Context: an optimization exercise on an open-source flow, tuned for small area. The choices shown serve that exercise and are no tape-out recipe. The RTL was checked by simulation tests, not by an equivalence proof against the original design. Power and IR drop assume default switching activity.

==> design/flow/design.v <==
module SingleCycle_MIPS( 
    clk,
    rst_n,
    IR_addr,
    IR,
    RF_writedata,
    ReadDataMem,
    CEN,
    WEN,
    A,
    ReadData2,
    OEN
);
    input         clk, rst_n;
    input  [31:0] IR;
    output [31:0] IR_addr, RF_writedata;
    input  [31:0] ReadDataMem;   
    output        CEN;   
    output        WEN;   
    output  [6:0] A;   
    output [31:0] ReadData2;   
    output        OEN;   
    reg [31:0] IR_addr, RF_writedata;
    wire MemRead, MemWrite, RegWrite, Branch, Jump, ALUSrc;
    wire [1:0] ALUOp, MemToReg, RegDST;
    wire [2:0] ALUctrl;
    wire JRctrl;
    reg [31:0] ALUin1, ALUin2;
    reg [31:0] ALUresult, ALUzero;
    wire [31:0] SignExtend;
    wire [31:0] MUX_MemToReg, MUX_Src, MUX_Branch, MUX_Jump, MUX_Jr;
    wire [4:0] MUX_RegDST;
    reg [4:0] Reg_R1, Reg_R2, Reg_W;
    reg [31:0] Register [31:0];
    reg [31:0] ReadData1, ReadData2, WriteData;
    wire WEN, CEN, OEN;
    wire [31:0] ReadDataMem;
    wire [31:0] PCin, PCnext, JumpAddr, BranchAddr;
    wire BranchDeside;
    wire [31:0] BranchShift2;
    assign RegDST[0] = (~IR[31]) & (~IR[30]) & (~IR[29]) & (~IR[28]) & (~IR[27]) & (~IR[26]);
    assign Jump = ((~IR[31]) & (~IR[30]) & (~IR[29]) & (~IR[28]) & (IR[27]) & (~IR[26])) | ((~IR[31]) & (~IR[30]) & (~IR[29]) & (~IR[28]) & (IR[27]) & (IR[26]));
    assign Branch = (~IR[31]) & (~IR[30]) & (~IR[29]) & (IR[28]) & (~IR[27]) & (~IR[26]);
    assign MemRead = (IR[31]) & (~IR[30]) & (~IR[29]) & (~IR[28]) & (IR[27]) & (IR[26]);
    assign MemToReg[0] = (IR[31]) & (~IR[30]) & (~IR[29]) & (~IR[28]) & (IR[27]) & (IR[26]);
    assign MemWrite = (IR[31]) & (~IR[30]) & (IR[29]) & (~IR[28]) & (IR[27]) & (IR[26]);
    assign ALUSrc  = ((IR[31]) & (~IR[30]) & (~IR[29]) & (~IR[28]) & (IR[27]) & (IR[26])) | ((IR[31]) & (~IR[30]) & (IR[29]) & (~IR[28]) & (IR[27]) & (IR[26])); 
    assign RegWrite = ((~IR[31]) & (~IR[30]) & (~IR[29]) & (~IR[28]) & (~IR[27]) & (~IR[26])) | ((IR[31]) & (~IR[30]) & (~IR[29]) & (~IR[28]) & (IR[27]) & (IR[26])) | ((~IR[31]) & (~IR[30]) & (~IR[29]) & (~IR[28]) & (IR[27]) & (IR[26]));
    assign ALUOp[1] = ((~IR[31]) & (~IR[30]) & (~IR[29]) & (~IR[28]) & (~IR[27]) & (~IR[26]));
    assign ALUOp[0] = ((~IR[31]) & (~IR[30]) & (~IR[29]) & (IR[28]) & (~IR[27]) & (~IR[26]));
    assign RegDST[1] = (~IR[31]) & (~IR[30]) & (~IR[29]) & (~IR[28]) & (IR[27]) & (IR[26]);
    assign MemToReg[1] = (~IR[31]) & (~IR[30]) & (~IR[29]) & (~IR[28]) & (IR[27]) & (IR[26]);
    assign CEN = (~MemWrite) & (~MemRead);
    assign WEN = (~MemWrite) & (MemRead);
    assign OEN = 0;
    assign ALUctrl[2] = ((ALUOp[0]) | (ALUOp[1] & IR[1]));
    assign ALUctrl[1] = ((~ALUOp[1]) | (~IR[2]));
    assign ALUctrl[0] = ((ALUOp[1]) & (IR[0] | IR[3]));
    assign JRctrl = (ALUOp[1] & ~IR[5] & ~IR[4] & IR[3] & ~IR[2] & ~IR[1] & ~IR[0]);
    always@(*)
    begin
        ALUin1 = ReadData1;
        ALUin2 = MUX_Src;
        case(ALUctrl)
            3'b000: begin
                ALUzero = 0;
                ALUresult = ALUin1 & ALUin2;
            end
            3'b001: begin
                ALUzero = 0;
                ALUresult = ALUin1 | ALUin2;
            end
            3'b010: begin
                ALUzero = 0;
                ALUresult = ALUin1 + ALUin2;
            end
            3'b110: begin
                ALUresult = ALUin1 - ALUin2;
                ALUzero = 0;
                if (ALUresult == 0) 
                    begin
                        ALUzero = 1;
                    end
            end
            3'b111: begin
                ALUzero = 0;
                ALUresult = (ALUin1 - ALUin2) >> 31;
            end
            default: begin
                ALUzero = 0;
                ALUresult = ALUin1;
            end
        endcase
    end
    assign A = ALUresult[8:2];
    assign PCnext = IR_addr + 32'b0100;
    assign SignExtend = {{14{IR[15]}}, IR[15:0]};
    assign BranchAddr = {SignExtend[29:0], 2'b00};
    assign JumpAddr = {PCnext[31:28], {IR[25:0], 2'b00}};
    assign MUX_RegDST = RegDST[1] ? {5'b11111} : (RegDST ? IR[15:11] : IR[20:16]);
    assign MUX_Src = ALUSrc ? SignExtend : ReadData2;
    assign MUX_MemToReg = MemToReg[1] ? IR_addr + 31'b100 : (MemToReg[0] ? ReadDataMem : ALUresult);
    assign MUX_Branch = BranchDeside ? PCnext + BranchAddr : PCnext;
    assign MUX_Jump = Jump ? JumpAddr : MUX_Branch;
    assign MUX_Jr = JRctrl ? ReadData1 : MUX_Jump;
    assign PCin = MUX_Jr;
    and (BranchDeside, ALUzero, Branch);
    always@(*)
    begin
        Reg_R1 = IR[25:21];
        Reg_R2 = IR[20:16];
        ReadData1 = Register[Reg_R1];
        ReadData2 = Register[Reg_R2];
        Reg_W = MUX_RegDST;
        WriteData = MUX_MemToReg;
        RF_writedata = WriteData;
    end
    always@(posedge clk or negedge rst_n)
    begin
        if (rst_n == 1'b0)
        begin
        	IR_addr <= 0;
        end
        else
        begin
            IR_addr <= PCin;
        end
    end
    integer i;
    always@(posedge clk or negedge rst_n)
    begin
        if (rst_n == 1'b0) 
        begin
            for (i = 0; i < 32; i = i + 1)
            begin
                Register[i] <= 32'b0;
            end
        end
        else if (RegWrite == 1'b1) Register[MUX_RegDST] <= WriteData;
    end
endmodule
==> design/flow/run.sh <==
#!/bin/bash
# synth_recipe.tcl (not shown) runs the flow's synth.tcl, then flattens the netlist and writes it again
# the make line also repeats each setting of config.mk as NAME=value (left out here)
make -C /OpenROAD-flow-scripts/flow DESIGN_CONFIG=/design/flow/config.mk WORK_HOME=/design/flow/orfs CLKGATE_MAP_FILE= SYNTH_SCRIPT=/design/flow/synth_recipe.tcl finish
==> design/flow/config.mk <==
export PLATFORM = sky130hd
export DESIGN_NAME = SingleCycle_MIPS
export DESIGN_NICKNAME = SingleCycle_MIPS
export VERILOG_FILES = /design/flow/design.v
export SDC_FILE = /design/flow/constraint.sdc
export NUM_CORES = 4
export LEC_CHECK = 0
export CAP_MARGIN = 20
export CORE_MARGIN = 2
export CORE_UTILIZATION = 40
export SETUP_SLACK_MARGIN = 0.3
export SLEW_MARGIN = 20
==> design/flow/constraint.sdc <==
create_clock -name core_clock -period 12.0 [get_ports {clk}]
set_input_delay 2.4000 -clock core_clock [delete_from_list [all_inputs] [get_ports {clk}]]
set_output_delay 2.4000 -clock core_clock [all_outputs]
set_load 0.01 [all_outputs]
==> results by group <==
Routing
  – DRC viols: 0
  – Post-Route WL: 342000 µm
  – DRT antenna net count: 0
  – Vias/cell: about 7.1
  – DR WL/cell: 38.5 µm
  – DRT iter0 DRCs: 10500
  – Via count: 62700
  – DR pass1 iterations: 14

STA
  – Final Cycle Share: 0.977
  – Max-slew violations: 0
  – Slew Limit Headroom: 0.136
  – Clock skew: 0.0308 ns
  – Final Critical Period: 11.73 ns
  – Tightest Pin Transition: between 1 and 1.5 ns
  – Worst Slack Setup Final: 0.272 ns
  – # setup viols final: 0
  – Final hold violation count: 0
  – Unrepaired setup endpoints after global routing: true
  – Fmax: 85.3 MHz

Place
  – PortBufs: 170
  – Sum of net half-perimeters after detailed placement: 216000 µm
  – Final GP Congestion: 1.02
  – DP Worst Slack: -0.0875 ns

Worst setup path
  – Crit path buffers/inverters: 9
  – CP peak stage delay: roughly 0.6 ns
  – Slowest cell on the critical path: nor2_4
  – R2R Setup Slk: 5.19 ns
  – CP Capture Type: output port
  – CP Data Required Time: 9.60 ns
  – WS Path Type: in2out
  – Critical Path AT: roughly 9.3 ns
  – CP max FO: 10
  – Crit-path leading delay family: buffers and inverters
  – Worst path most repeated cell: buf_4
  – Setup crit start kind: input port

GRT
  – Largest net degree at the start of global routing: 166
  – Vias in the first global route: 58200
  – Initial antenna violation count: 28
  – Gr usage total: 0.441
  – Total gr overflow: 0
  – First-pass GRT wire length: 469000 µm

Outcome
  – Status: no timing/DRC/antenna violations

Synthesis
  – Most common flop cell mapped by yosys: dfrtp_1
  – Syn nets: 6814
  – FF+latch count, synth: 1056
  – Ys Warns: 2
  – Number of synthesized flops with an enable pin: 0
  – Post-synthesis sequential area ratio: 0.446
  – Cell variety after synth: 99
  – Gate Count Post-Synth: 6620
  – Post-Syn Area: 59200 µm²
  – Average size of a mapped cell: 8.95 µm²
  – Fraction of registers with async set/reset: 1.00

Floorplan
  – Num ports: 172
  – Row count: 141
  – Die height: around 400 µm
  – Initial Util: 0.402
  – DIE AREA: between 150000 and 200000 µm²
  – Die X: 389 µm
  – Core area: 147000 µm²

Finish
  – Finished Core Util: 0.480
  – Final net count: 7045
  – Area delta synth->final: 19.3%
  – Share of cells above drive strength 1: 0.161
  – Commonest non-fill, non-tap cells in the layout: nand2_1, dfrtp_1, o21ai_0
  – Layout fillers: 13900
  – Sequential standard cell area: between 20000 and 30000 µm²
  – Most common cell after layout, fill and taps aside: nand2_1
  – Area of the multi-input gates: 30700 µm²

CTS
  – Clock Sinks: 1056
  – Bufs on Longest Clock Path: 3
  – TritonCTS Buffers: 111
  – H-tree depth: 3
  – CTS tree: done
  – Root buffer cell: clkbuf_16
  – Worst skew pair latency: around 0.77 ns
  – Worst-path clk slew: 0.06 ns

Pwr
  – Leak: 31.5 nW
  – Power per cell area: between 100 and 150 nW/µm²
  – Worst vdd ir: 0.124 mV

Hold path
  – Worst Hold Class: reg2reg

Run
  – Max-cap violations: 0
[logic make-up after synthesis]
group,after synthesis,share of synthesized area
flops,1056,0.446
fa+ha+maj,128,0.0274
compound gates,2402,0.272
mux,227,0.0422
buf+inv,713,0.0507
xor+xnor,94,0.0139
other cells,1,0.0000633
simple gates,1999,0.148
[tightest hold or removal path: cells and delay by family, from the launching register on]
family	cells	cell delay [ns]
AOI/OAI and AO/OA	1	0.06
DFF	1	0.36
and+or+nand+nor	1	0.05
[layer usage]
| layer | GRT usage | routed length (µm) |
|---|---|---|
| met3 | 0.212 | 56800 |
| met4 | 0.299 | 31200 |
| met5 | 0.00287 | 397 |
| met1 | 0.544 | 121000 |
| met2 | 0.604 | 133000 |
[path summary, 6_finish.rpt]
path | start | endpoint | depth (start not counted)
setup / recovery | IR[21] | RF_writedata[19] | 26
hold / removal | Register[21][18] | Register[21][18] | 2
setup reg to reg | Register[6][6] | IR_addr[24] | 20
hold reg to reg | Register[21][18] | Register[21][18] | 2
max in group asynchronous | rst_n | Register[25][3] | 3
min in group asynchronous | rst_n | Register[13][30] | 1
[synth_stat cells, drive strengths merged (32+ instances only)]
cell | count | area share
nand2 | 1194 | 0.076
dfrtp | 1056 | 0.45
o21ai | 804 | 0.068
a22oi | 642 | 0.081
clkbuf | 404 | 0.026
nor2 | 307 | 0.020
a21oi | 265 | 0.023
a221oi | 187 | 0.028
buf | 186 | 0.017
mux2 | 182 | 0.035
a22o | 170 | 0.025
ha | 125 | 0.026
inv | 123 | 0.0078
nand4 | 120 | 0.013
o31ai | 81 | 0.010
nand3 | 75 | 0.0063
xnor2 | 67 | 0.0099
nor3 | 57 | 0.0049
nor4 | 46 | 0.0054
mux2i | 45 | 0.0076
or3 | 39 | 0.0042
o32a | 35 | 0.0059
or2 | 33 | 0.0035
a21o | 32 | 0.0041
[final cells by class]
class / count / area share
antenna: 15 / 0.000531
clock buffer: 158 / 0.0454
clock inverter: 45 / 0.00938
inverter: 123 / 0.00653
multi-input combinational: 4851 / 0.434
sequential: 1056 / 0.374
tap: 1930 / 0.0342
timing repair buffer: 708 / 0.0957
[sequential cells by signal, summed over array words and instances, names as in the netlist]
register	cells
Register	1024
IR_addr	32
[stage by stage]
step / setup TNS (ns) / power, mW / cell area [µm²] / hold slack [ns] / cells
floorplan: 0 / 4.45 / 59200 / 0.461 / 6620
global placement: -0.141 / 5.12 / 65800 / 0.480 / 8591
detailed placement: -0.0875 / 5.13 / 65800 / 0.490 / 8591
CTS: 0 / 8.84 / 70500 / 0.505 / 8862
global route: 0 / 9.11 / 70600 / 0.522 / 8872
finish: 0 / 8.91 / 70700 / 0.508 / 8886
[power by group]
part	switching, mW	internal (mW)
logic	0.892	0.496
registers	0.103	3.64
clock network	1.58	2.20
total	2.58	6.34
[repair_timing]
item / CTS / global route
setup endpoints to repair: 12 / 15
hold buffers: 0 / 0
pin swaps: 23 / 5
resized for setup: 18 / 17
buffers inserted: 68 / 9

-- static timing again, ports no longer ideal --
The flow's constraints put no driver on any port. The routed layout listed below was extracted and timed again, unchanged, in two steps.
Step 1, drivers: a clkbuf_16 drives clk and a buf_2 each remaining input, both assumed.
Step 2 also shifts input and output timing later by t, the mid clock arrival at the registers, as if the neighbouring blocks saw the same clock.
Three values: no drivers, after step 1, after step 2; two values: the first two.
shift t [ns]: 0.831
setup slack, ns: 0.272 / 0.204 / 0.204
clock arrival spread, ns: 0.030 / 0.031
slew at the worst register clock pin (ns): 0.07 / 0.07
worst slew at a driven data input, ns: 0.10
After both steps setup and hold are still met in this run. For this run, drivers alone change the setup slack by -0.068 ns; drivers and shift together by -0.068 ns.
